Source: an optimization exercise on an open RTL-to-GDS flow (aim: small area). Production flows keep margins and buffers that such runs may drop.
Only simulation tests tie the RTL to the original design; equivalence was not proved.
No activity file was given, so power comes from the tool's default toggle rates.

File: flow/run.sh
#!/bin/bash
# Own layout flow: the standard ORFS flow with these changes:
#  - synthesis: the adder module gain_add is mapped to full/half-adder cells
#    (extract_fa on that module only, before any ABC run); the design is then
#    flattened and mapped by ABC with each script in flow/*.abc, keeping the
#    smallest result (flow/abc_best.tcl);
#  - port buffers are buf_1.
# Each tool's output goes to a log of its own in this folder (synth.log,
# finish.log) and ORFS's per-step logs under orfs/logs.
set -euo pipefail
W=$PWD
F=$W/flow

sed -e 's/synth -top \$::env(DESIGN_NAME) -run fine: /synth -top $::env(DESIGN_NAME) -noabc -run fine: /' \
    -e 's/^  extract_fa .*$/  extract_fa {*}[dont_use_extract_fa_args] gain_add/' \
    -e 's/^  dont_use_after_adder_step$/  dont_use_after_adder_step\n  setattr -mod -unset keep_hierarchy\n  setattr -unset keep_hierarchy\n  flatten\n  opt_clean -purge/' \
    -e 's/^  log_cmd abc {\*}\$abc_args$/  source $::env(MY_ABC_TCL)/' \
    "$FLOW_HOME/scripts/synth.tcl" > "$W/synth_fa.tcl"
grep -q -- '-noabc -run fine:' "$W/synth_fa.tcl"
grep -q 'extract_fa .* gain_add' "$W/synth_fa.tcl"
grep -q '^  flatten$' "$W/synth_fa.tcl"
grep -q 'MY_ABC_TCL' "$W/synth_fa.tcl"

sed -e "s#\$::env(SCRIPTS_DIR)/synth.tcl#$W/synth_fa.tcl#" "$W/synth_recipe.tcl" > "$W/synth_recipe_fa.tcl"
grep -q "synth_fa.tcl" "$W/synth_recipe_fa.tcl"
sed -e "s#SYNTH_SCRIPT=[^ ]*#SYNTH_SCRIPT=$W/synth_recipe_fa.tcl#" "$W/standard.sh" > "$W/standard_fa.sh"
grep -q "synth_recipe_fa.tcl" "$W/standard_fa.sh"

export MY_ABC_TCL=$F/abc_best.tcl
export MY_ABC_SCRIPTS="$F/s_b4.abc $F/s_e1.abc $F/s_a2.abc $F/s_f1.abc $F/s_c4.abc"
bash "$W/standard_fa.sh" SYNTH_HIERARCHICAL=1 synth > "$W/synth.log" 2>&1
bash "$W/standard_fa.sh" SYNTH_HIERARCHICAL=1 \
  "BUFFER_PORTS_ARGS=-buffer_cell sky130_fd_sc_hd__buf_1" \
  finish > "$W/finish.log" 2>&1
File: flow/abc_best.tcl
# Map with each ABC script in MY_ABC_SCRIPTS and keep the result with the
# least cell area (sourced in place of synth.tcl's single abc call).
set my_abc_rest [lrange $abc_args 2 end]
design -save my_pre_abc
set my_best_area ""
set my_best_script ""
foreach my_scr $::env(MY_ABC_SCRIPTS) {
  design -load my_pre_abc
  abc -script $my_scr {*}$my_abc_rest
  set my_st [tee -q -s result.string stat {*}$lib_args]
  if { [regexp {Chip area for module[^:]*: ([0-9.]+)} $my_st -> my_area] } {
    puts "ABC script $my_scr: cell area $my_area"
    if { $my_best_area eq "" || $my_area < $my_best_area } {
      set my_best_area $my_area
      set my_best_script $my_scr
    }
  }
}
design -load my_pre_abc
puts "Using ABC script $my_best_script (cell area $my_best_area)"
abc -script $my_best_script {*}$my_abc_rest
File: flow/s_a2.abc
strash
&get -n
&fraig -x
&put
scorr
dc2
strash
&get -n
&dch -f
&nf -R 1000
&put
File: flow/s_b4.abc
strash
&get -n
&fraig -x
&put
scorr
dc2
strash
dch -f
amap
File: flow/s_c4.abc
strash
dc2
strash
&get -n
&dch -f
&nf -a -R 1000
&put
strash
dch -f
amap
File: flow/s_e1.abc
strash
&get -n
&fraig -x
&put
scorr
dc2
strash
dch -f
amap
strash
dch -f
amap
strash
dch -f
amap
File: flow/s_f1.abc
strash
&get -n
&fraig -x
&put
scorr
dc2
strash
dch -f
amap
strash
dch -f
amap
strash
dch -f
amap
strash
dch -f
amap
strash
dch -f
amap
strash
dch -f
amap
strash
dch -f
amap
strash
dch -f
amap
File: standard.sh
#!/bin/bash
# synth_recipe.tcl (not shown) runs the flow's synth.tcl, then flattens the netlist and writes it again
# the make line also repeats each setting of config.mk as NAME=value (left out here)
make -C /OpenROAD-flow-scripts/flow DESIGN_CONFIG=/design/flow/config.mk WORK_HOME=/design/flow/orfs CLKGATE_MAP_FILE= SYNTH_SCRIPT=/design/flow/synth_recipe.tcl "${@:-finish}"
File: config.mk
export PLATFORM = sky130hd
export DESIGN_NAME = gaincontroller
export DESIGN_NICKNAME = gaincontroller
export VERILOG_FILES = /design/flow/design.v
export SDC_FILE = /design/flow/constraint.sdc
export NUM_CORES = 4
export LEC_CHECK = 0
export CAP_MARGIN = 20
export CORE_MARGIN = 2
export CORE_UTILIZATION = 40
export SLEW_MARGIN = 20
File: constraint.sdc
create_clock -name core_clock -period 14.0 [get_ports {clk}]
set_input_delay 2.8000 -clock core_clock [delete_from_list [all_inputs] [get_ports {clk}]]
set_output_delay 2.8000 -clock core_clock [all_outputs]
set_load 0.01 [all_outputs]
File: design.v
module gaincontroller (
    input clk,
    input rst,
    input [7:0] input_signal,
    output reg [7:0] output_signal,
    output vsync,
    output hsync
);
reg [5:0] i;
reg [5:0] j;
wire i_w = i[5] & i[0];           
wire j_w = j[5] & j[0];
assign vsync = i_w;
assign hsync = j_w;
wire i_end = i[5] & ~i[0];        
wire [5:0] i_inc = {1'b0, i[4:0]} + {5'd0, ~i_w};
wire [5:0] j_inc = {1'b0, j[4:0]} + {5'd0, i_end & ~j_w};
wire [5:0] i_nxt = {(i[5] & ~i_w) | i_inc[5], i_inc[4:0]};
wire [5:0] j_nxt = {(j[5] & ~(j_w & i_end)) | j_inc[5], j_inc[4:0]};
wire [4:0] ai = i[5] ? 5'd16 : i[4] ? {1'b0, i[3:0]} : (5'd16 - {1'b0, i[3:0]});
wire [4:0] aj = j[5] ? 5'd16 : j[4] ? {1'b0, j[3:0]} : (5'd16 - {1'b0, j[3:0]});
function [7:0] FA;
  input [4:0] a;
  case (a)
    5'd0: FA = 8'd0;
    5'd1: FA = 8'd1;
    5'd2: FA = 8'd2;
    5'd3: FA = 8'd7;
    5'd4: FA = 8'd14;
    5'd5: FA = 8'd19;
    5'd6: FA = 8'd30;
    5'd7: FA = 8'd39;
    5'd8: FA = 8'd50;
    5'd9: FA = 8'd65;
    5'd10: FA = 8'd80;
    5'd11: FA = 8'd97;
    5'd12: FA = 8'd114;
    5'd13: FA = 8'd135;
    5'd14: FA = 8'd158;
    5'd15: FA = 8'd179;
    5'd16: FA = 8'd205;
    default: FA = 8'd205;
  endcase
endfunction
function [7:0] FB;
  input [4:0] a;
  case (a)
    5'd0: FB = 8'd0;
    5'd1: FB = 8'd1;
    5'd2: FB = 8'd4;
    5'd3: FB = 8'd7;
    5'd4: FB = 8'd14;
    5'd5: FB = 8'd21;
    5'd6: FB = 8'd30;
    5'd7: FB = 8'd39;
    5'd8: FB = 8'd52;
    5'd9: FB = 8'd65;
    5'd10: FB = 8'd80;
    5'd11: FB = 8'd97;
    5'd12: FB = 8'd116;
    5'd13: FB = 8'd135;
    5'd14: FB = 8'd158;
    5'd15: FB = 8'd181;
    5'd16: FB = 8'd206;
    default: FB = 8'd206;
  endcase
endfunction
wire [7:0] fa = FA(ai);
wire [7:0] fb = FB(aj);
wire [7:0] sat;
gain_add u_add (.x(input_signal), .fa(fa), .fb(fb), .y(sat));
always @(posedge clk) begin
  if (rst) begin
    i <= 6'd0;
    j <= 6'd0;
    output_signal <= 0;
  end else begin
    i <= i_nxt;
    j <= j_nxt;
    output_signal <= sat;
  end
end
endmodule
module gain_add (
    input [7:0] x,
    input [7:0] fa,
    input [7:0] fb,
    output [7:0] y
);
wire k0 = fa[0] & fb[0];
wire k1 = (fa[1] & fb[1]) | (fa[1] & k0) | (fb[1] & k0);
wire k2 = (fa[2] & fb[2]) | (fa[2] & k1) | (fb[2] & k1);
wire [4:0] ps, pc;
assign {pc[0], ps[0]} = x[0] + fa[3] + fb[3];
assign {pc[1], ps[1]} = x[1] + fa[4] + fb[4];
assign {pc[2], ps[2]} = x[2] + fa[5] + fb[5];
assign {pc[3], ps[3]} = x[3] + fa[6] + fb[6];
assign {pc[4], ps[4]} = x[4] + fa[7] + fb[7];
wire [8:1] c;
wire [7:0] s;
assign {c[1], s[0]} = ps[0] + k2;
assign {c[2], s[1]} = ps[1] + pc[0] + c[1];
assign {c[3], s[2]} = ps[2] + pc[1] + c[2];
assign {c[4], s[3]} = ps[3] + pc[2] + c[3];
assign {c[5], s[4]} = ps[4] + pc[3] + c[4];
assign {c[6], s[5]} = x[5] + pc[4] + c[5];
assign {c[7], s[6]} = x[6] + c[6];
assign {c[8], s[7]} = x[7] + c[7];
assign y = s | {8{c[8]}};
endmodule
==> impl_metrics.json, run 1 <==
{
  "p_int_mw": 0.100,
  "clock-sinks": 20,
  "ys_ff_latch": 20,
  "num_io_pins": 20,
  "leakage_nw": 0.493,
  "hold_start": "j[1]$_SDFF_PP0_",
  "cp_num_buf_inv": 1,
  "post-route-drc-count": 0,
  "hold_buffers": 0,
  "critPathKind": "in -> reg",
  "postSynthAreaPerCell_um2": 7.76,
  "grt_overflow": 0,
  "switching_share_pct": 33.5,
  "seq_area_um2": 400,
  "cts_resized": 0,
  "rr_startpoint": "j[0]$_SDFF_PP0_",
  "p_seq_share_pct": 44.1,
  "start_kind": "input pin",
  "vias": 1193,
  "clk_latency_ns": 0.30,
  "final-max-slew-violation-count": 0,
  "firstDrtPassIters": 4,
  "ys_types": 21,
  "antenna_found_initial": 0,
  "critical-path-top-delay-family": "adder cells",
  "drv_cap": 0,
  "ys_seq_area_share_pct": 32.1,
  "critPathSlowestCell": "fa_1",
  "synth_top_area_share_pct": 32.1,
  "fp.dieH_um": 59.9,
  "multi_input_area_um2": 781,
  "std_cell_rows": 20,
  "slowest_delay_ns": 0.47,
  "root_buffer": "clkbuf_4",
  "area.growth.synth_to_final_pct": 11.9,
  "hold_class": "reg -> reg",
  "yosysWarnings": 7,
  "min_period_over_period_pct": 45.3,
  "worst_setup_path_end_kind": "flop",
  "grt_pass1_vias": 1116,
  "min_delay_path_depth": 2,
  "clock_skew_ns": 0.00280,
  "r2r_cells": 20,
  "fin_setup_tns_ns": 0,
  "worst_pin_slew_ns": 0.839,
  "cts_tree": "yes",
  "first_iter_violations": 86,
  "max_freq_mhz": 158,
  "dp_hpwl_um": 2210,
  "gr-usage-all-layers_pct": 18.2,
  "power_density_mw_per_mm2": 108,
  "post_cts.repair.setup_buffers": 0,
  "crit_fanout": 7,
  "n_antenna_cell": 0,
  "post-synth-top-area-cell": "dfxtp_1",
  "outcome": "timing/DRC/antenna clean",
  "relSlewSlack_pct": 44.1,
  "portBuffers": 19,
  "synth_area_leaders": "dfxtp_1, fa_1, nor2_1, a21oi_1, clkinv_1",
  "r2r-end": "output_signal[0]$_SDFF_PP0_",
  "layout-drive-gt1-share_pct": 2.17,
  "h-tree-depth": 1,
  "critical_path_required_ns": 14.17,
  "fp.dieW_um": 59.9,
  "ir_worst_vdd_v": 0.0000469,
  "arrival_ns": 6.51,
  "vias_per_cell": 5.50,
  "place_congestion": 0.791,
  "design.core.area_mm2": 0.00300,
  "antenna_left": 0,
  "total_power_mw": 0.151,
  "numCtsBuffers": 3,
  "wirelength_um": 2730,
  "syn-num-nets": 185,
  "min_period_ns": 6.34,
  "min_to": "j[1]$_SDFF_PP0_",
  "cts_buffer_depth": 2,
  "cpMostUsedCell": "fa_1",
  "syn-cell-area_mm2": 0.00125,
  "final_core_util_pct": 46.5,
  "fin_nets": 209,
  "fill_cells": 318,
  "rsz0062_at_grt": "no",
  "whs_ns": 0.514,
  "cp_cell_sequence": "buf_1 -> fa_1 -> ha_1 -> fa_1 -> fa_1 -> fa_1 -> fa_1 -> fa_1 -> ha_1 -> ha_1 -> nor2_1 -> nor2_1",
  "p_clk_share_pct": 22.4,
  "grt_first_pass_wirelength_um": 4890,
  "dieArea_mm2": 0.00358,
  "combPwrFrac_pct": 33.5,
  "grt_start_max_net_pins": 20,
  "wl_per_cell_um": 12.6,
  "p_sw_mw": 0.0506,
  "reg2reg_slack_ns": 7.96,
  "syn_inst": 161,
  "finalSetupViolations": 0,
  "final_hold_viol_count": 0,
  "clk_pin_slew_ns": 0.11,
  "start_util_pct": 41.6
}
==> power groups by stage <==
| stage | logic, mW | registers, mW | clock network, mW |
|---|---|---|---|
| floorplan | 0.0335 | 0.0710 | 0 |
| global placement | 0.0492 | 0.0676 | 0 |
| detailed placement | 0.0510 | 0.0680 | 0 |
| CTS | 0.0513 | 0.0666 | 0.0357 |
| global route | 0.0598 | 0.0673 | 0.0381 |
| finish | 0.0506 | 0.0665 | 0.0338 |
==> layer usage <==
layer / GRT usage (%) / part of all wire (%) / vias to the layer above / routed length (um)
met2: 26.6 / 46 / 29 / 1260
met3: 4.33 / 4.4 / 12 / 120
met5: 0 / 0 / - / 0
li1: - / - / 600 / -
met4: 10.8 / 3.6 / 0 / 99
met1: 24.4 / 46 / 552 / 1250
==> registers in the layout, summed over array words and instances (netlist names) <==
register and flops:
i 6, j 6, output_signal 8
==> worst reg2reg max path: stages (launching register included) <==
cell,delay [ns]
dfxtp_1,0.37
nor2_1,0.25
clkinv_1,0.17
nor2_1,0.26
nor2_1,0.09
o21ai_0,0.49
clkinv_1,0.31
a221oi_1,0.44
o22ai_1,0.14
nor2_1,0.10
a21oi_1,0.06
ha_1,0.24
fa_1,0.45
fa_1,0.46
fa_1,0.47
fa_1,0.46
fa_1,0.43
ha_1,0.23
ha_1,0.29
nor2_1,0.15
nor2_1,0.05
==> kinds of logic (layout without fill, tap and decap cells) <==
logic type      after synthesis  count (layout)  synth area share [%]
compound gates               42              42                  20.8
fa+ha+maj                    14              14                  20.0
flops                        20              20                  32.1
buf+inv                      18              41                  5.41
simple gates                 67              67                  21.6
==> synthesized netlist by cell type <==
| cell type | instances |
|---|---|
| o32a_1 | 1 |
| nand2_1 | 9 |
| nor2_1 | 47 |
| and3_1 | 1 |
| o31ai_1 | 3 |
| clkinv_1 | 18 |
| a221oi_1 | 2 |
| o21ai_0 | 10 |
| dfxtp_1 | 20 |
| nor3_1 | 7 |
| o21a_1 | 1 |
| fa_1 | 10 |
| a21oi_1 | 14 |
| a22oi_1 | 1 |
| or3_1 | 1 |
| nor2b_1 | 2 |
| a31oi_1 | 2 |
| ha_1 | 4 |
| a311oi_1 | 3 |
| o22ai_1 | 1 |
| a211oi_1 | 4 |
==> worst max path at each step <==
stage                               start                           to  slack (ns)  cells after the start
after floorplan           input_signal[0]  output_signal[0]$_SDFF_PP0_        7.60                     11
after global placement    input_signal[0]  output_signal[6]$_SDFF_PP0_        7.36                     12
after detailed placement  input_signal[0]  output_signal[0]$_SDFF_PP0_        7.29                     12
after CTS                 input_signal[0]  output_signal[0]$_SDFF_PP0_        7.62                     12
after global routing      j[0]$_SDFF_PP0_  output_signal[0]$_SDFF_PP0_        7.41                     20
final                     input_signal[0]  output_signal[0]$_SDFF_PP0_        7.66                     12
==> metrics by stage <==
stage / worst slack (ns) / instance area (um2) / instances
floorplan: 7.60 / 1250 / 161
global placement: 7.36 / 1360 / 213
detailed placement: 7.29 / 1360 / 213
CTS: 7.62 / 1400 / 217
global route: 7.41 / 1400 / 217
finish: 7.66 / 1400 / 217
==> cell type report <==
type                       instances  share of cell area, %
tap                               33                   2.95
sequential                        20                   28.6
inverter                          18                   4.83
timing repair buffer              19                   5.10
clock buffer                       4                   2.60
multi-input combinational        123                   55.9
==> cells in the final DEF (no fill, tap or decap), drive strengths merged, types with 2 or more instances in the layout <==
cell	synthesis	routed
a21oi	14	14
clkbuf	0	4
buf	0	19
nor2b	2	2
a211oi	4	4
a221oi	2	2
nor2	47	47
a311oi	3	3
o31ai	3	3
dfxtp	20	20
fa	10	10
o21ai	10	10
nor3	7	7
a31oi	2	2
clkinv	18	18
nand2	9	9
ha	4	4
==> inputs of run 2 (changes only) <==
==> design.v (replaced) <==
module gaincontroller (
    input clk,
    input rst,
    input [7:0] input_signal,
    output reg [7:0] output_signal,
    output vsync,
    output hsync
);
reg [5:0] i;
reg [5:0] j;
wire [5:0] i_d;
wire [5:0] j_d;
wire [7:0] fa;
wire [7:0] fb;
wire i_end;                       
gain_iblk u_i (.rst(rst), .i5(i[5]), .i4(i[4]), .i3(i[3]), .i2(i[2]), .i1(i[1]), .i0(i[0]),
    .d5(i_d[5]), .d4(i_d[4]), .d3(i_d[3]), .d2(i_d[2]), .d1(i_d[1]), .d0(i_d[0]),
    .f7(fa[7]), .f6(fa[6]), .f5(fa[5]), .f4(fa[4]), .f3(fa[3]), .f2(fa[2]), .f1(fa[1]), .f0(fa[0]),
    .sync(vsync), .last(i_end));
gain_jblk u_j (.rst(rst), .en(i_end), .j5(j[5]), .j4(j[4]), .j3(j[3]), .j2(j[2]), .j1(j[1]), .j0(j[0]),
    .d5(j_d[5]), .d4(j_d[4]), .d3(j_d[3]), .d2(j_d[2]), .d1(j_d[1]), .d0(j_d[0]),
    .f7(fb[7]), .f6(fb[6]), .f5(fb[5]), .f4(fb[4]), .f3(fb[3]), .f2(fb[2]), .f1(fb[1]), .f0(fb[0]),
    .sync(hsync));
wire [7:0] sat;
gain_add u_add (.x(input_signal), .fa(fa), .fb(fb), .y(sat));
always @(posedge clk) begin
  i <= i_d;
  j <= j_d;
  if (rst)
    output_signal <= 8'd0;
  else
    output_signal <= sat;
end
endmodule
module gain_add (
    input [7:0] x,
    input [7:0] fa,
    input [7:0] fb,
    output [7:0] y
);
wire k0 = fa[0] & fb[0];
wire k1 = (fa[1] & fb[1]) | (fa[1] & k0) | (fb[1] & k0);
wire k2 = (fa[2] & fb[2]) | (fa[2] & k1) | (fb[2] & k1);
wire [4:0] ps, pc;
assign {pc[0], ps[0]} = x[0] + fa[3] + fb[3];
assign {pc[1], ps[1]} = x[1] + fa[4] + fb[4];
assign {pc[2], ps[2]} = x[2] + fa[5] + fb[5];
assign {pc[3], ps[3]} = x[3] + fa[6] + fb[6];
assign {pc[4], ps[4]} = x[4] + fa[7] + fb[7];
wire [8:1] c;
wire [7:0] s;
assign {c[1], s[0]} = ps[0] + k2;
assign {c[2], s[1]} = ps[1] + pc[0] + c[1];
assign {c[3], s[2]} = ps[2] + pc[1] + c[2];
assign {c[4], s[3]} = ps[3] + pc[2] + c[3];
assign {c[5], s[4]} = ps[4] + pc[3] + c[4];
assign {c[6], s[5]} = x[5] + pc[4] + c[5];
assign {c[7], s[6]} = x[6] + c[6];
assign {c[8], s[7]} = x[7] + c[7];
assign y = s | {8{c[8]}};
endmodule
module gain_iblk ( 
    rst, i5, i4, i3, i2, i1, i0,
    d5, d4, d3, d2, d1, d0, f7, f6, f5, f4, f3, f2, f1, f0, sync, last  );
  input  rst, i5, i4, i3, i2, i1, i0;
  output d5, d4, d3, d2, d1, d0, f7, f6, f5, f4, f3, f2, f1, f0, sync, last;
  wire new_n26, new_n27, new_n28, new_n29, new_n30, new_n32, new_n33,
    new_n35, new_n36, new_n38, new_n39, new_n41, new_n42, new_n45, new_n46,
    new_n47, new_n48, new_n49, new_n50, new_n51, new_n52, new_n53, new_n55,
    new_n56, new_n57, new_n59, new_n60, new_n61, new_n62, new_n63, new_n64,
    new_n65, new_n66, new_n67, new_n68, new_n69, new_n70, new_n71, new_n72,
    new_n75, new_n76, new_n77, new_n78, new_n79, new_n80, new_n83, new_n84;
  assign last = i5 & ~i0;
  assign f0 = ~i5 & i0;
  assign new_n26 = i1 & f0;
  assign new_n27 = i2 & new_n26;
  assign new_n28 = i3 & new_n27;
  assign new_n29 = i4 & new_n28;
  assign new_n30 = ~last & ~new_n29;
  assign d5 = ~rst & ~new_n30;
  assign new_n32 = ~i4 & ~new_n28;
  assign new_n33 = ~rst & ~new_n29;
  assign d4 = ~new_n32 & new_n33;
  assign new_n35 = ~i3 & ~new_n27;
  assign new_n36 = ~rst & ~new_n28;
  assign d3 = ~new_n35 & new_n36;
  assign new_n38 = ~i2 & ~new_n26;
  assign new_n39 = ~new_n27 & ~new_n38;
  assign d2 = ~rst & new_n39;
  assign new_n41 = ~i1 & ~f0;
  assign new_n42 = ~new_n26 & ~new_n41;
  assign d1 = ~rst & new_n42;
  assign d0 = ~rst & ~f0;
  assign new_n45 = i4 & ~i2;
  assign new_n46 = i3 & ~new_n45;
  assign new_n47 = i4 & new_n46;
  assign new_n48 = ~i4 & ~i3;
  assign new_n49 = ~new_n47 & ~new_n48;
  assign new_n50 = ~i4 & i2;
  assign new_n51 = ~i3 & ~new_n50;
  assign new_n52 = new_n41 & ~new_n51;
  assign new_n53 = ~new_n50 & ~new_n52;
  assign f7 = ~new_n49 & new_n53;
  assign new_n55 = ~new_n46 & ~new_n51;
  assign new_n56 = ~new_n41 & ~new_n55;
  assign new_n57 = new_n41 & new_n49;
  assign f6 = ~new_n56 & ~new_n57;
  assign new_n59 = ~new_n45 & ~new_n50;
  assign new_n60 = f0 & ~new_n59;
  assign new_n61 = ~new_n52 & ~new_n60;
  assign new_n62 = ~i1 & f0;
  assign new_n63 = ~new_n50 & ~new_n62;
  assign new_n64 = i3 & new_n63;
  assign new_n65 = ~f0 & new_n50;
  assign new_n66 = ~new_n42 & ~new_n65;
  assign new_n67 = ~i3 & ~new_n45;
  assign new_n68 = ~new_n66 & new_n67;
  assign new_n69 = ~new_n64 & ~new_n68;
  assign new_n70 = ~new_n61 & ~new_n69;
  assign new_n71 = f0 & new_n59;
  assign new_n72 = ~new_n39 & new_n71;
  assign f5 = new_n70 | new_n72;
  assign f4 = ~new_n60 & ~new_n69;
  assign new_n75 = i3 & new_n66;
  assign new_n76 = ~i3 & ~new_n63;
  assign new_n77 = i1 & new_n50;
  assign new_n78 = ~new_n26 & new_n45;
  assign new_n79 = ~new_n77 & ~new_n78;
  assign new_n80 = ~new_n76 & new_n79;
  assign f2 = ~new_n75 & new_n80;
  assign f3 = ~f0 & f2;
  assign new_n83 = f0 & ~new_n79;
  assign new_n84 = ~new_n52 & ~new_n56;
  assign f1 = ~new_n83 & ~new_n84;
  assign sync = i5 & i0;
endmodule
module gain_jblk ( 
    rst, en, j5, j4, j3, j2, j1, j0,
    d5, d4, d3, d2, d1, d0, f7, f6, f5, f4, f3, f2, f1, f0, sync  );
  input  rst, en, j5, j4, j3, j2, j1, j0;
  output d5, d4, d3, d2, d1, d0, f7, f6, f5, f4, f3, f2, f1, f0, sync;
  wire new_n24, new_n25, new_n26, new_n27, new_n29, new_n30, new_n31,
    new_n32, new_n33, new_n35, new_n36, new_n37, new_n39, new_n40, new_n42,
    new_n43, new_n45, new_n46, new_n48, new_n49, new_n51, new_n52, new_n53,
    new_n54, new_n55, new_n56, new_n57, new_n58, new_n59, new_n61, new_n62,
    new_n63, new_n64, new_n65, new_n66, new_n67, new_n68, new_n69, new_n70,
    new_n72, new_n73, new_n74, new_n75, new_n77, new_n78, new_n80, new_n81,
    new_n82, new_n84, new_n85, new_n87;
  assign new_n24 = en & j0;
  assign new_n25 = j5 & ~new_n24;
  assign new_n26 = ~j4 & j2;
  assign new_n27 = j3 & ~new_n26;
  assign f0 = ~j5 & j0;
  assign new_n29 = en & f0;
  assign new_n30 = j1 & new_n29;
  assign new_n31 = j2 & new_n30;
  assign new_n32 = new_n27 & new_n31;
  assign new_n33 = ~new_n25 & ~new_n32;
  assign d5 = ~rst & ~new_n33;
  assign new_n35 = j3 & new_n31;
  assign new_n36 = ~j4 & ~new_n35;
  assign new_n37 = ~rst & ~new_n32;
  assign d4 = ~new_n36 & new_n37;
  assign new_n39 = ~j3 & ~new_n31;
  assign new_n40 = ~rst & ~new_n35;
  assign d3 = ~new_n39 & new_n40;
  assign new_n42 = ~j2 & ~new_n30;
  assign new_n43 = ~rst & ~new_n31;
  assign d2 = ~new_n42 & new_n43;
  assign new_n45 = ~j1 & ~new_n29;
  assign new_n46 = ~rst & ~new_n30;
  assign d1 = ~new_n45 & new_n46;
  assign new_n48 = ~en & ~j0;
  assign new_n49 = ~rst & ~new_n48;
  assign d0 = ~new_n29 & new_n49;
  assign new_n51 = j3 & ~j1;
  assign new_n52 = new_n26 & ~new_n51;
  assign new_n53 = ~j1 & ~f0;
  assign new_n54 = ~new_n26 & new_n53;
  assign new_n55 = j3 & new_n54;
  assign new_n56 = ~new_n52 & ~new_n55;
  assign new_n57 = j2 & new_n27;
  assign new_n58 = ~j4 & ~j3;
  assign new_n59 = ~new_n57 & ~new_n58;
  assign f7 = new_n56 & ~new_n59;
  assign new_n61 = new_n53 & ~new_n59;
  assign new_n62 = ~j3 & j1;
  assign new_n63 = j4 & ~j2;
  assign new_n64 = ~new_n62 & new_n63;
  assign new_n65 = ~new_n55 & new_n64;
  assign new_n66 = ~new_n26 & ~new_n65;
  assign new_n67 = ~j3 & ~new_n63;
  assign new_n68 = ~new_n54 & new_n67;
  assign new_n69 = ~new_n27 & ~new_n68;
  assign new_n70 = ~new_n66 & ~new_n69;
  assign f6 = new_n61 | new_n70;
  assign new_n72 = j4 & f0;
  assign new_n73 = ~j1 & ~new_n72;
  assign new_n74 = j1 & new_n72;
  assign new_n75 = ~new_n73 & ~new_n74;
  assign f5 = ~new_n69 & ~new_n75;
  assign new_n77 = ~f0 & ~new_n62;
  assign new_n78 = new_n52 & ~new_n77;
  assign f2 = ~new_n65 & ~new_n78;
  assign new_n80 = ~new_n51 & ~new_n62;
  assign new_n81 = f2 & new_n80;
  assign new_n82 = f0 & ~new_n81;
  assign f4 = ~new_n69 & ~new_n82;
  assign new_n84 = new_n63 & ~new_n74;
  assign new_n85 = new_n56 & ~new_n84;
  assign f3 = ~f0 & new_n85;
  assign new_n87 = f0 & new_n80;
  assign f1 = new_n85 & ~new_n87;
  assign sync = j5 & j0;
endmodule
--- a/flow/run.sh
+++ b/flow/run.sh
@@ -6,3 +6,3 @@
 #    smallest result (flow/abc_best.tcl);
-#  - port buffers are buf_1.
+#  - port buffers are buf_1; CTS adds no dummy loads.
 # Each tool's output goes to a log of its own in this folder (synth.log,
@@ -33,2 +33,3 @@
   "BUFFER_PORTS_ARGS=-buffer_cell sky130_fd_sc_hd__buf_1" \
+  "CTS_ARGS=-sink_clustering_enable -repair_clock_nets -dont_use_dummy_load" \
   finish > "$W/finish.log" 2>&1
--- a/config.mk
+++ b/config.mk
@@ -8,4 +8,4 @@
 export CAP_MARGIN = 20
-export CORE_MARGIN = 2
-export CORE_UTILIZATION = 40
+export CORE_AREA = 2.3 2.72 61.64 59.84
+export DIE_AREA = 0 0 64 62.56
 export SLEW_MARGIN = 20
==> run 2 against run 1 <==
Effect of this change:
- still clean
- final cell count rose by 3.7%
- synthesized area fell by 3.2%
- register-to-register slack improved by 0.72 ns
- via count fell by 8.5%
- non-clock buffer count did not move
- highest routed layer unchanged
==> impl_metrics.json, run 2 <==
{
  "multi_input_area_um2": 741,
  "finalSetupViolations": 0,
  "cpMostUsedCell": "fa_1",
  "outcome": "timing/DRC/antenna clean",
  "ys.flop_type": "dfxtp_1",
  "grt_start_max_net_pins": 21,
  "worst_setup_path_end_kind": "flop",
  "p_clk_share_pct": 21.1,
  "syn_inst": 157,
  "fin_nets": 205,
  "n_antenna_cell": 0,
  "clock_skew_ns": 0.0141,
  "post_cts.repair.setup_buffers": 0,
  "h-tree-depth": 1,
  "yosysWarnings": 7,
  "critical_path_required_ns": 14.15,
  "seq_area_um2": 400,
  "post-route-drc-count": 0,
  "most-common-layout-cells": "nor2_1, dfxtp_1, buf_1",
  "start_util_pct": 35.7,
  "hold_buffers": 0,
  "first_iter_violations": 70,
  "ys_types": 21,
  "area.growth.synth_to_final_pct": 12.5,
  "grt_first_pass_wirelength_um": 4250,
  "grt_overflow": 0,
  "fill_cells": 352,
  "top_register": "output_signal",
  "portBuffers": 19,
  "post-synth-top-count-cell": "nor2_1",
  "arrival_ns": 6.47,
  "layout-drive-gt1-share_pct": 1.68,
  "fp.dieW_um": 64,
  "syn-num-nets": 181,
  "rsz0062_at_grt": "no",
  "clk_pin_slew_ns": 0.12,
  "synth_top_area_share_pct": 33.1,
  "fin_area_mm2": 0.00136,
  "cp_cell_sequence": "buf_1 -> fa_1 -> ha_1 -> fa_1 -> fa_1 -> fa_1 -> fa_1 -> fa_1 -> ha_1 -> ha_1 -> nor2_1 -> nor2_1",
  "crit_fanout": 7,
  "cp_num_buf_inv": 1,
  "ir_worst_vdd_v": 0.0000587,
  "leakage_nw": 0.498,
  "wl_per_cell_um": 10.6,
  "final_hold_viol_count": 0,
  "power_density_mw_per_mm2": 95.0,
  "final-max-slew-violation-count": 0,
  "final_common_cell": "nor2_1",
  "syn-cell-area_mm2": 0.00121,
  "synthMuxAreaShare_pct": 0,
  "dpl_cell_area_mm2": 0.00134,
  "synth_fa_ha_area_share_pct": 20.7,
  "synth_area_leaders": "dfxtp_1, nor2_1, fa_1, clkinv_1, ha_1",
  "p_sw_mw": 0.0410,
  "place_congestion": 0.926,
  "synthXorXnorAreaFrac_pct": 0,
  "switching_share_pct": 31.7,
  "p_seq_share_pct": 50.0,
  "critical-path-top-delay-family": "adder cells",
  "postSynthAreaPerCell_um2": 7.70,
  "antenna_found_initial": 0,
  "hold_class": "reg -> reg",
  "critPathSlowestCell": "fa_1",
  "antenna_left": 0,
  "critPathKind": "in -> reg",
  "min_period_over_period_pct": 45.2,
  "dieArea_mm2": 0.00400,
  "cts_buffer_depth": 2,
  "relSlewSlack_pct": 40.4,
  "combPwrFrac_pct": 29.0,
  "synthTopCellsByCount": "nor2_1, dfxtp_1, clkinv_1, fa_1, nor3_1",
  "vias_per_cell": 4.85,
  "gr-usage-all-layers_pct": 13.3,
  "root_buffer": "clkbuf_4",
  "start_kind": "input pin",
  "cts_resized": 0,
  "grt_pass1_vias": 1017,
  "ys_ff_latch": 20,
  "vias": 1091,
  "numCtsBuffers": 3,
  "cts_tree": "yes",
  "synth_top_family_by_area": "simple AND/OR/NAND/NOR gates",
  "synth_edf_count": 0,
  "post-synth-top-area-cell": "dfxtp_1",
  "dp_slack_ns": 7.34,
  "max_freq_mhz": 158,
  "fp.dieH_um": 62.6,
  "wirelength_um": 2380,
  "firstDrtPassIters": 4,
  "final_core_util_pct": 40.1,
  "p_int_mw": 0.0882,
  "timing.final.ws_setup_ns": 7.68,
  "synth_compound_area_share_pct": 15.2,
  "largestRegisters": "output_signal: 8 flops, i: 6 flops, j: 6 flops",
  "largest_reg_flops": 8,
  "synthArstFlopShare_pct": 0,
  "whs_ns": 0.499,
  "fin_setup_tns_ns": 0,
  "clock-sinks": 20,
  "std_cell_rows": 21,
  "clk_latency_ns": 0.30,
  "min_period_ns": 6.32,
  "slowest_delay_ns": 0.46,
  "design.core.area_mm2": 0.00339,
  "drv_cap": 0,
  "worst_pin_slew_ns": 0.893,
  "num_io_pins": 20,
  "ys_seq_area_share_pct": 33.1,
  "dp_hpwl_um": 1920,
  "synth_simple_gate_area_share_pct": 25.4
}
-- run 2: cell count changes in the layout (fill, tap and decap cells not counted), moves of 2 or more --
cell / before / now
nand2_1: 9 / 7
o31ai_1: 3 / 0
nand3_1: 0 / 2
o22ai_1: 1 / 3
o21a_1: 1 / 3
o21ai_0: 10 / 6
a221oi_1: 2 / 0
nor2_1: 47 / 58
a311oi_1: 3 / 0
a21oi_1: 14 / 5
-- run 2: power groups by stage --
stage	Sequential [mW]	Clock (mW)	Combinational, mW
after floorplan	0.0686	0	0.0245
after global placement	0.0655	0	0.0372
after detailed placement	0.0660	0	0.0380
after CTS	0.0647	0.0294	0.0382
after global routing	0.0651	0.0310	0.0448
final	0.0646	0.0272	0.0374
-- run 2: worst min-delay path: stages (launching register included) --
cell	delay (ns)
dfxtp_1	0.32
clkinv_1	0.07
a211oi_1	0.07
-- run 2: kinds of logic after synthesis --
kind of cell / count (synthesis)
DFF: 20
adders and majority gates: 14
buffers and inverters: 18
AOI/OAI and AO/OA: 28
and+or+nand+nor: 77
-- run 2: through the flow --
stage,total power [mW],std cells
after floorplan,0.0931,157
after global placement,0.103,222
after detailed placement,0.104,222
after CTS,0.132,225
after global routing,0.141,225
final,0.129,225
-- run 2: layout make-up --
| class | instances | share of cell area [%] |
|---|---|---|
| inverters | 18 | 4.97 |
| clock buffers | 3 | 1.66 |
| multi-input cells | 119 | 54.5 |
| repair buffers | 19 | 5.24 |
| well taps | 46 | 4.23 |
| flip-flops and latches | 20 | 29.4 |
-- run 2: path summary, 6_finish.rpt --
check / start / end / slack [ns] / cells after the start
min: j[0]$_DFF_P_ / j[0]$_DFF_P_ / 0.50 / 2
max reg2reg: i[0]$_DFF_P_ / output_signal[0]$_SDFF_PP0_ / 8.68 / 19
min reg2reg: j[0]$_DFF_P_ / j[0]$_DFF_P_ / 0.50 / 2
max: input_signal[0] / output_signal[0]$_SDFF_PP0_ / 7.68 / 12
-- run 2: metal layers --
layer	part of all wire, %	vias to the layer above	track usage, %	routed length (um)
li1	-	566	-	-
met1	49	502	16.8	1170
met2	47	21	22.7	1120
met3	3.4	2	3.78	80
met4	0.76	0	2.45	18
met5	0	-	0	0
==> inputs of run 3 (changes only) <==
==> design.v (replaced) <==
module gaincontroller (
    input clk,
    input rst,
    input [7:0] input_signal,
    output reg [7:0] output_signal,
    output vsync,
    output hsync
);
reg [5:0] i;
reg [5:0] j;
wire [5:0] i_d;
wire [5:0] j_d;
wire [7:0] fa;
wire [7:0] fb;
wire i_end;                       
gain_iblk u_i (.rst(rst), .i5(i[5]), .i4(i[4]), .i3(i[3]), .i2(i[2]), .i1(i[1]), .i0(i[0]),
    .d5(i_d[5]), .d4(i_d[4]), .d3(i_d[3]), .d2(i_d[2]), .d1(i_d[1]), .d0(i_d[0]),
    .f7(fa[7]), .f6(fa[6]), .f5(fa[5]), .f4(fa[4]), .f3(fa[3]), .f2(fa[2]), .f1(fa[1]), .f0(fa[0]),
    .sync(vsync), .last(i_end));
gain_jblk u_j (.rst(rst), .en(i_end), .j5(j[5]), .j4(j[4]), .j3(j[3]), .j2(j[2]), .j1(j[1]), .j0(j[0]),
    .d5(j_d[5]), .d4(j_d[4]), .d3(j_d[3]), .d2(j_d[2]), .d1(j_d[1]), .d0(j_d[0]),
    .f7(fb[7]), .f6(fb[6]), .f5(fb[5]), .f4(fb[4]), .f3(fb[3]), .f2(fb[2]), .f1(fb[1]), .f0(fb[0]),
    .sync(hsync));
wire [7:0] sat;
gain_add u_add (.x(input_signal), .fa(fa), .fb(fb), .y(sat));
always @(posedge clk) begin
  i <= i_d;
  j <= j_d;
  if (rst)
    output_signal <= 8'd0;
  else
    output_signal <= sat;
end
endmodule
module gain_add (
    input [7:0] x,
    input [7:0] fa,
    input [7:0] fb,
    output [7:0] y
);
wire k0 = fa[0] & fb[0];
wire k1 = (fa[1] & fb[1]) | (fa[1] & k0) | (fb[1] & k0);
wire k2 = (fa[2] & fb[2]) | (fa[2] & k1) | (fb[2] & k1);
wire [4:0] ps, pc;
assign {pc[0], ps[0]} = x[0] + fa[3] + fb[3];
assign {pc[1], ps[1]} = x[1] + fa[4] + fb[4];
assign {pc[2], ps[2]} = x[2] + fa[5] + fb[5];
assign {pc[3], ps[3]} = x[3] + fa[6] + fb[6];
assign {pc[4], ps[4]} = x[4] + fa[7] + fb[7];
wire [8:1] c;
wire [7:0] s;
assign {c[1], s[0]} = ps[0] + k2;
assign {c[2], s[1]} = ps[1] + pc[0] + c[1];
assign {c[3], s[2]} = ps[2] + pc[1] + c[2];
assign {c[4], s[3]} = ps[3] + pc[2] + c[3];
assign {c[5], s[4]} = ps[4] + pc[3] + c[4];
assign {c[6], s[5]} = x[5] + pc[4] + c[5];
assign {c[7], s[6]} = x[6] + c[6];
assign {c[8], s[7]} = x[7] + c[7];
assign y = s | {8{c[8]}};
endmodule
module gain_iblk ( 
    rst, i5, i4, i3, i2, i1, i0,
    d5, d4, d3, d2, d1, d0, f7, f6, f5, f4, f3, f2, f1, f0, sync, last  );
  input  rst, i5, i4, i3, i2, i1, i0;
  output d5, d4, d3, d2, d1, d0, f7, f6, f5, f4, f3, f2, f1, f0, sync, last;
  wire new_n25, new_n26, new_n27, new_n28, new_n29, new_n30, new_n32,
    new_n33, new_n35, new_n36, new_n38, new_n39, new_n41, new_n42, new_n45,
    new_n46, new_n47, new_n48, new_n49, new_n50, new_n51, new_n52, new_n53,
    new_n54, new_n55, new_n56, new_n57, new_n58, new_n59, new_n60, new_n61,
    new_n62, new_n64, new_n65, new_n66, new_n67, new_n70, new_n71, new_n72,
    new_n74, new_n77, new_n79, new_n80, new_n81;
  assign last = i5 & ~i0;
  assign new_n25 = ~i5 & i0;
  assign new_n26 = i1 & new_n25;
  assign new_n27 = i2 & new_n26;
  assign new_n28 = i3 & new_n27;
  assign new_n29 = i4 & new_n28;
  assign new_n30 = ~last & ~new_n29;
  assign d5 = ~rst & ~new_n30;
  assign new_n32 = ~i4 & ~new_n28;
  assign new_n33 = ~rst & ~new_n29;
  assign d4 = ~new_n32 & new_n33;
  assign new_n35 = ~i3 & ~new_n27;
  assign new_n36 = ~rst & ~new_n28;
  assign d3 = ~new_n35 & new_n36;
  assign new_n38 = ~i2 & ~new_n26;
  assign new_n39 = ~rst & ~new_n27;
  assign d2 = ~new_n38 & new_n39;
  assign new_n41 = ~i1 & ~new_n25;
  assign new_n42 = ~new_n26 & ~new_n41;
  assign d1 = ~rst & new_n42;
  assign d0 = ~rst & ~new_n25;
  assign new_n45 = i4 & ~i3;
  assign new_n46 = ~i4 & i3;
  assign new_n47 = ~new_n45 & ~new_n46;
  assign new_n48 = ~i4 & i2;
  assign new_n49 = ~new_n41 & ~new_n48;
  assign new_n50 = ~i4 & ~i1;
  assign new_n51 = i4 & ~i2;
  assign new_n52 = ~new_n48 & ~new_n51;
  assign new_n53 = ~new_n47 & ~new_n52;
  assign new_n54 = ~i3 & ~i1;
  assign new_n55 = i3 & i1;
  assign new_n56 = ~new_n54 & ~new_n55;
  assign new_n57 = new_n52 & ~new_n56;
  assign new_n58 = new_n41 & new_n57;
  assign new_n59 = ~new_n53 & ~new_n58;
  assign new_n60 = new_n50 & new_n59;
  assign new_n61 = i4 & ~new_n42;
  assign new_n62 = ~new_n35 & new_n61;
  assign f5 = new_n60 | new_n62;
  assign new_n64 = ~new_n49 & f5;
  assign new_n65 = ~new_n50 & ~new_n52;
  assign new_n66 = ~new_n64 & ~new_n65;
  assign new_n67 = new_n26 & new_n35;
  assign f2 = new_n66 | new_n67;
  assign f7 = new_n47 & f2;
  assign new_n70 = ~new_n41 & f2;
  assign new_n71 = new_n41 & new_n51;
  assign new_n72 = new_n47 & ~new_n71;
  assign f6 = ~new_n70 & new_n72;
  assign new_n74 = new_n25 & ~new_n57;
  assign f4 = new_n59 & ~new_n74;
  assign f3 = ~new_n25 & new_n66;
  assign new_n77 = ~new_n41 & ~f4;
  assign f1 = new_n64 | new_n77;
  assign new_n79 = ~i1 & ~new_n51;
  assign new_n80 = ~i3 & ~new_n79;
  assign new_n81 = ~new_n49 & new_n80;
  assign f0 = ~new_n25 & ~new_n81;
  assign sync = i5 & i0;
endmodule
module gain_jblk ( 
    rst, en, j5, j4, j3, j2, j1, j0,
    d5, d4, d3, d2, d1, d0, f7, f6, f5, f4, f3, f2, f1, f0, sync  );
  input  rst, en, j5, j4, j3, j2, j1, j0;
  output d5, d4, d3, d2, d1, d0, f7, f6, f5, f4, f3, f2, f1, f0, sync;
  wire new_n24, new_n25, new_n26, new_n27, new_n28, new_n29, new_n30,
    new_n31, new_n33, new_n34, new_n35, new_n37, new_n38, new_n40, new_n41,
    new_n43, new_n44, new_n46, new_n47, new_n49, new_n50, new_n51, new_n52,
    new_n53, new_n54, new_n55, new_n56, new_n57, new_n58, new_n59, new_n60,
    new_n61, new_n62, new_n63, new_n64, new_n65, new_n67, new_n68, new_n70,
    new_n71, new_n73, new_n74, new_n75, new_n76, new_n78, new_n79, new_n80,
    new_n83, new_n85;
  assign new_n24 = en & j0;
  assign new_n25 = ~j5 & new_n24;
  assign new_n26 = j1 & new_n25;
  assign new_n27 = j2 & new_n26;
  assign new_n28 = j4 & j3;
  assign new_n29 = new_n27 & new_n28;
  assign new_n30 = j5 & ~new_n24;
  assign new_n31 = ~new_n29 & ~new_n30;
  assign d5 = ~rst & ~new_n31;
  assign new_n33 = j3 & new_n27;
  assign new_n34 = ~j4 & ~new_n33;
  assign new_n35 = ~rst & ~new_n29;
  assign d4 = ~new_n34 & new_n35;
  assign new_n37 = ~j3 & ~new_n27;
  assign new_n38 = ~rst & ~new_n33;
  assign d3 = ~new_n37 & new_n38;
  assign new_n40 = ~j2 & ~new_n26;
  assign new_n41 = ~rst & ~new_n27;
  assign d2 = ~new_n40 & new_n41;
  assign new_n43 = ~j1 & ~new_n25;
  assign new_n44 = ~rst & ~new_n26;
  assign d1 = ~new_n43 & new_n44;
  assign new_n46 = ~en & ~j0;
  assign new_n47 = ~rst & ~new_n46;
  assign d0 = ~new_n25 & new_n47;
  assign new_n49 = j4 & ~j2;
  assign new_n50 = ~j4 & j2;
  assign new_n51 = j3 & ~j1;
  assign new_n52 = new_n50 & ~new_n51;
  assign new_n53 = ~new_n49 & ~new_n52;
  assign new_n54 = ~j5 & j0;
  assign new_n55 = ~j1 & ~new_n54;
  assign new_n56 = new_n53 & ~new_n55;
  assign new_n57 = ~j3 & ~new_n50;
  assign new_n58 = ~new_n56 & new_n57;
  assign new_n59 = j3 & new_n50;
  assign new_n60 = ~new_n58 & ~new_n59;
  assign new_n61 = new_n55 & new_n60;
  assign new_n62 = new_n53 & ~new_n61;
  assign new_n63 = ~j3 & j1;
  assign new_n64 = ~j2 & new_n54;
  assign new_n65 = new_n63 & new_n64;
  assign f2 = new_n62 | new_n65;
  assign new_n67 = ~j4 & ~j3;
  assign new_n68 = ~new_n28 & ~new_n67;
  assign f7 = f2 & ~new_n68;
  assign new_n70 = new_n49 & new_n55;
  assign new_n71 = ~new_n68 & ~new_n70;
  assign f6 = ~new_n56 & new_n71;
  assign new_n73 = j4 & new_n54;
  assign new_n74 = j1 & new_n73;
  assign new_n75 = ~j1 & ~new_n73;
  assign new_n76 = ~new_n74 & ~new_n75;
  assign f5 = new_n60 & ~new_n76;
  assign new_n78 = ~new_n51 & ~new_n63;
  assign new_n79 = new_n53 & new_n78;
  assign new_n80 = new_n54 & ~new_n79;
  assign f4 = new_n60 & ~new_n80;
  assign f3 = ~new_n54 & new_n62;
  assign new_n83 = ~new_n55 & ~f4;
  assign f1 = new_n61 | new_n83;
  assign new_n85 = new_n50 & new_n63;
  assign f0 = ~new_n54 & ~new_n85;
  assign sync = j5 & j0;
endmodule
==> run 3 against run 2 <==
Effect of this change:
- still clean
- register-to-register slack lost 0.49 ns
- via count is 2.6% lower
- critical endpoint is now output_signal[3]$_SDFF_PP0_
- largest cell class unchanged
- combinational power rose by about 20%
- critical path depth is the same
- clock-buffer cell count unchanged
- die area did not move
- sequential cell count stayed put
- worst setup slack worse by 0.022 ns
- final cell count down 2.7%
- cell area shrank 1.3%
- non-clock buffer count stayed put
- maximum frequency shrank 0.35%
==> impl_metrics.json, run 3 <==
{
  "drv_cap": 0,
  "dieArea_mm2": 0.00400,
  "post-route-drc-count": 0,
  "gr-usage-all-layers_pct": 13.6,
  "largest_reg_flops": 8,
  "synth_area_leaders": "dfxtp_1, fa_1, nor2_1, clkinv_1, ha_1",
  "largestRegisters": "output_signal: 8 flops, i: 6 flops, j: 6 flops",
  "n_antenna_cell": 0,
  "start_util_pct": 35.1,
  "grt_overflow": 0,
  "synth_edf_count": 0,
  "critical_path_required_ns": 14.16,
  "postSynthAreaPerCell_um2": 7.89,
  "cts_resized": 0,
  "vias_per_cell": 4.85,
  "synthArstFlopShare_pct": 0,
  "cts_tree": "yes",
  "outcome": "timing/DRC/antenna clean",
  "min_period_over_period_pct": 45.3,
  "num_io_pins": 20,
  "vias": 1063,
  "synth_top_area_share_pct": 33.6,
  "clk_latency_ns": 0.31,
  "min_period_ns": 6.34,
  "dpl_cell_area_mm2": 0.00132,
  "worst_setup_path_end_kind": "flop",
  "max_freq_mhz": 158,
  "syn_inst": 151,
  "final-max-slew-violation-count": 0,
  "antenna_left": 0,
  "grt_pass1_vias": 1045,
  "top_register": "output_signal",
  "grt_first_pass_wirelength_um": 4310,
  "post-synth-top-area-cell": "dfxtp_1",
  "final_common_cell": "nor2_1",
  "wl_per_cell_um": 10.8,
  "fp.dieH_um": 62.6,
  "synthTopCellsByCount": "nor2_1, dfxtp_1, clkinv_1, fa_1, nor3_1",
  "fin_nets": 199,
  "firstDrtPassIters": 4,
  "crit_fanout": 7,
  "final_core_util_pct": 39.6,
  "numCtsBuffers": 3,
  "fp.dieW_um": 64,
  "syn-cell-area_mm2": 0.00119,
  "clk_pin_slew_ns": 0.12,
  "dp_hpwl_um": 1960,
  "ys.flop_type": "dfxtp_1",
  "grt_start_max_net_pins": 21,
  "rr_startpoint": "j[2]$_DFF_P_",
  "cts_buffer_depth": 2,
  "crit_start": "input_signal[0]",
  "place_inst": 216,
  "place_congestion": 0.866,
  "post_cts.repair.setup_buffers": 0,
  "ys_ff_latch": 20,
  "fin_setup_tns_ns": 0,
  "syn-num-nets": 175,
  "leakage_nw": 0.472,
  "ys_types": 23,
  "std_cell_rows": 21,
  "yosysWarnings": 7,
  "whs_ns": 0.518,
  "hold_start": "j[0]$_DFF_P_",
  "finalSetupViolations": 0,
  "power_density_mw_per_mm2": 103,
  "hold_class": "reg -> reg",
  "wirelength_um": 2370,
  "clock_skew_ns": 0.0172,
  "ir_worst_vdd_v": 0.0000453,
  "final_cells": 219,
  "first_iter_violations": 55,
  "ys_seq_area_share_pct": 33.6,
  "layout-drive-gt1-share_pct": 1.73,
  "portBuffers": 19,
  "arrival_ns": 6.50,
  "most-common-layout-cells": "nor2_1, dfxtp_1, clkinv_1, buf_1, fa_1",
  "h-tree-depth": 1,
  "critPathKind": "in -> reg",
  "antenna_found_initial": 0,
  "area.growth.synth_to_final_pct": 12.7,
  "clock-sinks": 20,
  "post-synth-top-count-cell": "nor2_1",
  "rsz0062_at_grt": "no",
  "worst_pin_slew_ns": 0.832,
  "start_kind": "input pin",
  "design.core.area_mm2": 0.00339,
  "fill_cells": 343,
  "root_buffer": "clkbuf_4",
  "fin_area_mm2": 0.00134,
  "hold_buffers": 0,
  "relSlewSlack_pct": 44.5,
  "final_hold_viol_count": 0
}
==> run 3: final cells by class <==
| type | count | area [um2] | area share, % |
|---|---|---|---|
| Tap cell | 46 | 57.6 | 4.29 |
| Inverter | 19 | 71.3 | 5.31 |
| Timing Repair Buffer | 19 | 71.3 | 5.31 |
| Multi-Input combinational cell | 112 | 719 | 53.6 |
| Sequential cell | 20 | 400 | 29.8 |
| Clock buffer | 3 | 22.5 | 1.68 |
==> run 3: report_power, final <==
part | leakage [nW] | switching, mW | internal [mW]
combinational | 0.294 | 0.0261 | 0.0186
clock | 0.0138 | 0.0172 | 0.0100
sequential | 0.164 | 0.00233 | 0.0638
==> run 3: final timing paths <==
check / endpoint / slack, ns / depth (start not counted)
max: output_signal[3]$_SDFF_PP0_ / 7.66 / 12
min: j[0]$_DFF_P_ / 0.52 / 2
max reg2reg: output_signal[3]$_SDFF_PP0_ / 8.19 / 19
min reg2reg: j[0]$_DFF_P_ / 0.52 / 2
==> run 3: worst max-delay path: stages <==
cell and delay [ns]:
buf_1 0.11, fa_1 0.43, ha_1 0.22, fa_1 0.45, fa_1 0.45, fa_1 0.45
fa_1 0.46, fa_1 0.44, ha_1 0.23, ha_1 0.28, nor2_1 0.13, nor2_1 0.04
==> run 3: stage by stage <==
stage / setup slack (ns) / power [mW]
detailed placement: 7.30 / 0.113
CTS: 7.62 / 0.141
global route: 7.48 / 0.151
global placement: 7.39 / 0.112
finish: 7.66 / 0.138
floorplan: 7.60 / 0.101
==> run 3: logic make-up after synthesis <==
group	share of synthesized area (%)
buffers and inverters	5.99
AND/OR/NAND/NOR	25.6
AO/OA/AOI/OAI	13.8
adder cells (fa/ha/maj)	21.0
flip-flops	33.6
==> run 3: routing by layer <==
metal | share of wire, % | up-vias | track usage (%)
met2 | 50 | 28 | 24.0
met5 | 0 | - | 0
met4 | 0.93 | 0 | 3.53
met3 | 5.3 | 2 | 3.96
li1 | - | 553 | -
met1 | 43 | 480 | 16.0
==> inputs of run 4 (changes only) <==
--- a/design.v
+++ b/design.v
@@ -9,3 +9,3 @@
 reg [5:0] i;
-reg [5:0] j;
+reg [5:0] j;                      
 wire [5:0] i_d;
@@ -139,72 +139,71 @@
   wire new_n24, new_n25, new_n26, new_n27, new_n28, new_n29, new_n30,
-    new_n31, new_n33, new_n34, new_n35, new_n37, new_n38, new_n40, new_n41,
+    new_n31, new_n32, new_n34, new_n35, new_n37, new_n38, new_n40, new_n41,
     new_n43, new_n44, new_n46, new_n47, new_n49, new_n50, new_n51, new_n52,
     new_n53, new_n54, new_n55, new_n56, new_n57, new_n58, new_n59, new_n60,
-    new_n61, new_n62, new_n63, new_n64, new_n65, new_n67, new_n68, new_n70,
-    new_n71, new_n73, new_n74, new_n75, new_n76, new_n78, new_n79, new_n80,
-    new_n83, new_n85;
+    new_n61, new_n62, new_n63, new_n64, new_n66, new_n67, new_n68, new_n71,
+    new_n72, new_n73, new_n75, new_n76, new_n77, new_n78, new_n79, new_n80,
+    new_n82;
   assign new_n24 = en & j0;
-  assign new_n25 = ~j5 & new_n24;
-  assign new_n26 = j1 & new_n25;
-  assign new_n27 = j2 & new_n26;
-  assign new_n28 = j4 & j3;
-  assign new_n29 = new_n27 & new_n28;
-  assign new_n30 = j5 & ~new_n24;
-  assign new_n31 = ~new_n29 & ~new_n30;
-  assign d5 = ~rst & ~new_n31;
-  assign new_n33 = j3 & new_n27;
-  assign new_n34 = ~j4 & ~new_n33;
-  assign new_n35 = ~rst & ~new_n29;
+  assign new_n25 = ~j5 & ~new_n24;
+  assign new_n26 = j5 & j0;
+  assign new_n27 = en & new_n26;
+  assign new_n28 = ~j1 & new_n27;
+  assign new_n29 = ~j2 & new_n28;
+  assign new_n30 = j3 & new_n29;
+  assign new_n31 = j4 & new_n30;
+  assign new_n32 = ~new_n25 & ~new_n31;
+  assign d5 = rst | new_n32;
+  assign new_n34 = ~j4 & ~new_n30;
+  assign new_n35 = ~rst & ~new_n31;
   assign d4 = ~new_n34 & new_n35;
-  assign new_n37 = ~j3 & ~new_n27;
-  assign new_n38 = ~rst & ~new_n33;
+  assign new_n37 = ~j3 & ~new_n29;
+  assign new_n38 = ~rst & ~new_n30;
   assign d3 = ~new_n37 & new_n38;
-  assign new_n40 = ~j2 & ~new_n26;
-  assign new_n41 = ~rst & ~new_n27;
-  assign d2 = ~new_n40 & new_n41;
-  assign new_n43 = ~j1 & ~new_n25;
-  assign new_n44 = ~rst & ~new_n26;
-  assign d1 = ~new_n43 & new_n44;
+  assign new_n40 = j2 & ~new_n28;
+  assign new_n41 = ~rst & ~new_n29;
+  assign d2 = new_n40 | ~new_n41;
+  assign new_n43 = j1 & ~new_n27;
+  assign new_n44 = ~rst & ~new_n28;
+  assign d1 = new_n43 | ~new_n44;
   assign new_n46 = ~en & ~j0;
   assign new_n47 = ~rst & ~new_n46;
-  assign d0 = ~new_n25 & new_n47;
-  assign new_n49 = j4 & ~j2;
-  assign new_n50 = ~j4 & j2;
-  assign new_n51 = j3 & ~j1;
-  assign new_n52 = new_n50 & ~new_n51;
-  assign new_n53 = ~new_n49 & ~new_n52;
-  assign new_n54 = ~j5 & j0;
-  assign new_n55 = ~j1 & ~new_n54;
-  assign new_n56 = new_n53 & ~new_n55;
-  assign new_n57 = ~j3 & ~new_n50;
-  assign new_n58 = ~new_n56 & new_n57;
-  assign new_n59 = j3 & new_n50;
-  assign new_n60 = ~new_n58 & ~new_n59;
-  assign new_n61 = new_n55 & new_n60;
-  assign new_n62 = new_n53 & ~new_n61;
-  assign new_n63 = ~j3 & j1;
-  assign new_n64 = ~j2 & new_n54;
-  assign new_n65 = new_n63 & new_n64;
-  assign f2 = new_n62 | new_n65;
-  assign new_n67 = ~j4 & ~j3;
-  assign new_n68 = ~new_n28 & ~new_n67;
-  assign f7 = f2 & ~new_n68;
-  assign new_n70 = new_n49 & new_n55;
-  assign new_n71 = ~new_n68 & ~new_n70;
-  assign f6 = ~new_n56 & new_n71;
-  assign new_n73 = j4 & new_n54;
-  assign new_n74 = j1 & new_n73;
-  assign new_n75 = ~j1 & ~new_n73;
-  assign new_n76 = ~new_n74 & ~new_n75;
-  assign f5 = new_n60 & ~new_n76;
-  assign new_n78 = ~new_n51 & ~new_n63;
-  assign new_n79 = new_n53 & new_n78;
-  assign new_n80 = new_n54 & ~new_n79;
-  assign f4 = new_n60 & ~new_n80;
-  assign f3 = ~new_n54 & new_n62;
-  assign new_n83 = ~new_n55 & ~f4;
-  assign f1 = new_n61 | new_n83;
-  assign new_n85 = new_n50 & new_n63;
-  assign f0 = ~new_n54 & ~new_n85;
-  assign sync = j5 & j0;
-endmodule
+  assign d0 = ~new_n27 & new_n47;
+  assign new_n49 = j4 & j3;
+  assign new_n50 = ~j4 & ~j3;
+  assign new_n51 = ~new_n49 & ~new_n50;
+  assign new_n52 = j1 & ~new_n26;
+  assign new_n53 = j4 & j2;
+  assign new_n54 = ~j4 & ~j2;
+  assign new_n55 = ~new_n53 & ~new_n54;
+  assign new_n56 = new_n51 & ~new_n55;
+  assign new_n57 = j3 & new_n52;
+  assign new_n58 = ~j2 & new_n50;
+  assign new_n59 = ~new_n26 & ~new_n58;
+  assign new_n60 = ~j4 & ~j1;
+  assign new_n61 = j4 & j1;
+  assign new_n62 = ~new_n60 & ~new_n61;
+  assign new_n63 = ~new_n59 & new_n62;
+  assign new_n64 = ~new_n57 & ~new_n63;
+  assign f5 = ~new_n56 & ~new_n64;
+  assign new_n66 = new_n52 & f5;
+  assign new_n67 = new_n51 & ~new_n64;
+  assign new_n68 = ~new_n55 & ~new_n67;
+  assign f2 = ~new_n66 & ~new_n68;
+  assign f7 = ~new_n51 & f2;
+  assign new_n71 = new_n57 & new_n68;
+  assign new_n72 = ~new_n52 & new_n55;
+  assign new_n73 = ~new_n51 & ~new_n72;
+  assign f6 = ~new_n71 & new_n73;
+  assign new_n75 = ~new_n51 & new_n64;
+  assign new_n76 = ~new_n67 & ~new_n75;
+  assign new_n77 = f2 & new_n76;
+  assign new_n78 = new_n26 & ~new_n77;
+  assign new_n79 = ~j1 & new_n56;
+  assign new_n80 = ~new_n66 & ~new_n79;
+  assign f1 = new_n78 | ~new_n80;
+  assign new_n82 = ~new_n52 & ~f1;
+  assign f4 = new_n66 | new_n82;
+  assign f0 = new_n52 | new_n59;
+  assign f3 = f2 & f0;
+  assign sync = ~j5 & j0;
+endmodule
==> run 4 against run 3 <==
Effect of this change:
- still clean
- cell area is 1.2% lower
- synthesized area fell by 1.4%
- synthesized cell count is 0.66% lower
- first-iteration DRC count up 36%
- sequential cell count unchanged
- clock skew decreased by 0.0096 ns
- hold slack improved by 0.024 ns
- die area unchanged
- final cell count shrank 0.46%
- sequential power about the same
- combinational power up 2%
- worst setup slack worse by 0.0055 ns
- critical endpoint is now output_signal[0]$_SDFF_PP0_
- highest routed layer unchanged
==> impl_metrics.json, run 4 <==
{
  "r2r_cells": 21,
  "start_util_pct": 34.7,
  "grt_overflow": 0,
  "final_hold_viol_count": 0,
  "cts_tree": "yes",
  "dp_hpwl_um": 1900,
  "finalSetupViolations": 0,
  "hold_class": "reg -> reg",
  "syn-cell-area_mm2": 0.00117,
  "reg2reg_slack_ns": 8.04,
  "max_freq_mhz": 157,
  "ir_worst_vdd_v": 0.0000687,
  "outcome": "timing/DRC/antenna clean",
  "ys_ff_latch": 20,
  "syn_inst": 150,
  "switching_share_pct": 33.5,
  "most-common-layout-cells": "nor2_1, clkinv_1, dfxtp_1",
  "synth_area_leaders": "dfxtp_1, fa_1, nor2_1, clkinv_1, ha_1",
  "clk_pin_slew_ns": 0.11,
  "vias": 1071,
  "largestRegisters": "output_signal: 8 flops, i: 6 flops, j: 6 flops",
  "post_cts.repair.setup_buffers": 0,
  "ys_seq_area_share_pct": 34.1,
  "grt_pass1_vias": 1027,
  "ys_types": 20,
  "clock_skew_ns": 0.00763,
  "place_inst": 215,
  "ys.flop_type": "dfxtp_1",
  "min_period_over_period_pct": 45.4,
  "p_int_mw": 0.0926,
  "clock-sinks": 20,
  "dpl_cell_area_mm2": 0.00130,
  "h-tree-depth": 1,
  "num_io_pins": 20,
  "relSlewSlack_pct": 46.8,
  "cts_resized": 0,
  "first_iter_violations": 75,
  "postSynthAreaPerCell_um2": 7.83,
  "crit_start": "input_signal[0]",
  "final_cells": 218,
  "critPathKind": "in -> reg",
  "worst_setup_path_end_kind": "flop",
  "p_sw_mw": 0.0466,
  "n_antenna_cell": 0,
  "hold_buffers": 0,
  "crit_fanout": 7,
  "fin_nets": 198,
  "power_density_mw_per_mm2": 105,
  "arrival_ns": 6.52,
  "critical_path_required_ns": 14.17,
  "firstDrtPassIters": 4,
  "p_seq_share_pct": 47.5,
  "synthArstFlopShare_pct": 0,
  "rr_startpoint": "j[0]$_DFF_P_",
  "final_common_cell": "nor2_1",
  "min_period_ns": 6.35,
  "top_register": "output_signal",
  "wirelength_um": 2340,
  "antenna_found_initial": 0,
  "place_congestion": 0.842,
  "min_to": "j[3]$_DFF_P_",
  "area.growth.synth_to_final_pct": 12.9,
  "final-max-slew-violation-count": 0,
  "gr-usage-all-layers_pct": 13.4,
  "fin_setup_tns_ns": 0,
  "grt_start_max_net_pins": 19,
  "layout-drive-gt1-share_pct": 1.74,
  "wl_per_cell_um": 10.8,
  "design.core.area_mm2": 0.00339,
  "post-synth-top-area-cell": "dfxtp_1",
  "yosysWarnings": 7,
  "root_buffer": "clkbuf_4",
  "cts_buffer_depth": 2,
  "clk_latency_ns": 0.30,
  "numCtsBuffers": 3,
  "dieArea_mm2": 0.00400,
  "start_kind": "input pin",
  "hold_start": "j[3]$_DFF_P_",
  "fin_area_mm2": 0.00133,
  "leakage_nw": 0.464,
  "antenna_left": 0,
  "std_cell_rows": 21,
  "rsz0062_at_grt": "no",
  "min_delay_path_depth": 2,
  "portBuffers": 19,
  "r2r-end": "output_signal[0]$_SDFF_PP0_",
  "drv_cap": 0,
  "fp.dieW_um": 64,
  "worst_pin_slew_ns": 0.797,
  "post-synth-top-count-cell": "nor2_1",
  "combPwrFrac_pct": 32.9,
  "vias_per_cell": 4.91,
  "largest_reg_flops": 8,
  "synth_edf_count": 0,
  "fp.dieH_um": 62.6,
  "grt_first_pass_wirelength_um": 4290,
  "total_power_mw": 0.139,
  "whs_ns": 0.542,
  "synthTopCellsByCount": "nor2_1, clkinv_1, dfxtp_1, fa_1, nand2_1",
  "syn-num-nets": 174,
  "synth_top_area_share_pct": 34.1,
  "p_clk_share_pct": 19.6,
  "post-route-drc-count": 0
}
==> run 4: how the worst max path moves through the flow <==
stage	end	slack, ns
after global routing	output_signal[2]$_SDFF_PP0_	7.48
after floorplan	output_signal[0]$_SDFF_PP0_	7.60
after global placement	output_signal[0]$_SDFF_PP0_	7.39
after CTS	output_signal[2]$_SDFF_PP0_	7.63
after detailed placement	output_signal[2]$_SDFF_PP0_	7.31
final	output_signal[0]$_SDFF_PP0_	7.65
==> run 4: power by group through the flow <==
| stage | Combinational, mW | Clock [mW] | Sequential, mW |
|---|---|---|---|
| floorplan | 0.0301 | 0 | 0.0706 |
| global placement | 0.0451 | 0 | 0.0670 |
| detailed placement | 0.0464 | 0 | 0.0675 |
| CTS | 0.0467 | 0.0284 | 0.0662 |
| global route | 0.0548 | 0.0318 | 0.0667 |
| finish | 0.0458 | 0.0273 | 0.0661 |
==> run 4: cell families after synthesis <==
| kind of cell | share of synthesized area [%] |
|---|---|
| AOI/OAI and AO/OA | 16.7 |
| adders and majority gates | 21.3 |
| buffers and inverters | 6.39 |
| DFF | 34.1 |
| and+or+nand+nor | 21.5 |
==> run 4: routing by layer <==
layer	GRT usage (%)	share of wire [%]	vias up
li1	-	-	549
met1	16.1	45	485
met2	23.4	49	33
met3	3.96	4.8	4
met4	3.26	1.1	0
met5	0	0	-
==> run 4: stage by stage <==
stage	setup slack, ns	utilization, %
2_1_floorplan	7.60	-
6_report	7.65	39.1
5_1_grt	7.48	39.1
3_5_place_dp	7.31	38.5
3_3_place_gp	7.39	38.5
4_1_cts	7.63	39.1
==> run 4: final cells by class <==
class / instances / area (um2)
clock buffer: 3 / 22.5
fill: 345 / 2060
inverter: 20 / 75.1
multi-input combinational: 110 / 699
sequential: 20 / 400
tap: 46 / 57.6
timing repair buffer: 19 / 71.3
==> run 4: critical path, stage by stage <==
cell and delay, ns:
buf_1 0.08, fa_1 0.45, ha_1 0.22, fa_1 0.45
fa_1 0.46, fa_1 0.46, fa_1 0.46, fa_1 0.43
ha_1 0.23, ha_1 0.29, nor2_1 0.13, nor2_1 0.05

## static timing again, ports no longer ideal
In the flow no input, the clock included, has a driving cell. The finished layouts below were timed again as built, in two steps. Step 1 (the two cells are an assumption about what drives the block):
set clk [get_ports {clk}]
set_driving_cell -lib_cell sky130_fd_sc_hd__clkbuf_16 $clk
set_driving_cell -lib_cell sky130_fd_sc_hd__buf_2 [delete_from_list [all_inputs] $clk]
Step 2 moves the port delays by t, midway between the first and last clock arrival at a register: inputs arrive t later, outputs are due t later. That takes back most of the time a late clock gives input paths. a / b / c = ideal ports / drivers / drivers and shift; a / b = the first two.
run | t (ns) | setup slack, ns | worst register clock-pin slew, ns | worst data-port slew with drivers (ns)
run 1 | 0.320 | 7.657 / 7.657 / 7.338 | 0.11 / 0.11 | 0.03
run 2 | 0.318 | 7.678 / 7.680 / 7.362 | 0.12 / 0.12 | 0.03
run 3 | 0.321 | 7.656 / 7.657 / 7.337 | 0.12 / 0.12 | 0.03
run 4 | 0.318 | 7.650 / 7.652 / 7.334 | 0.11 / 0.11 | 0.03
After both steps every run listed still meets setup and hold.
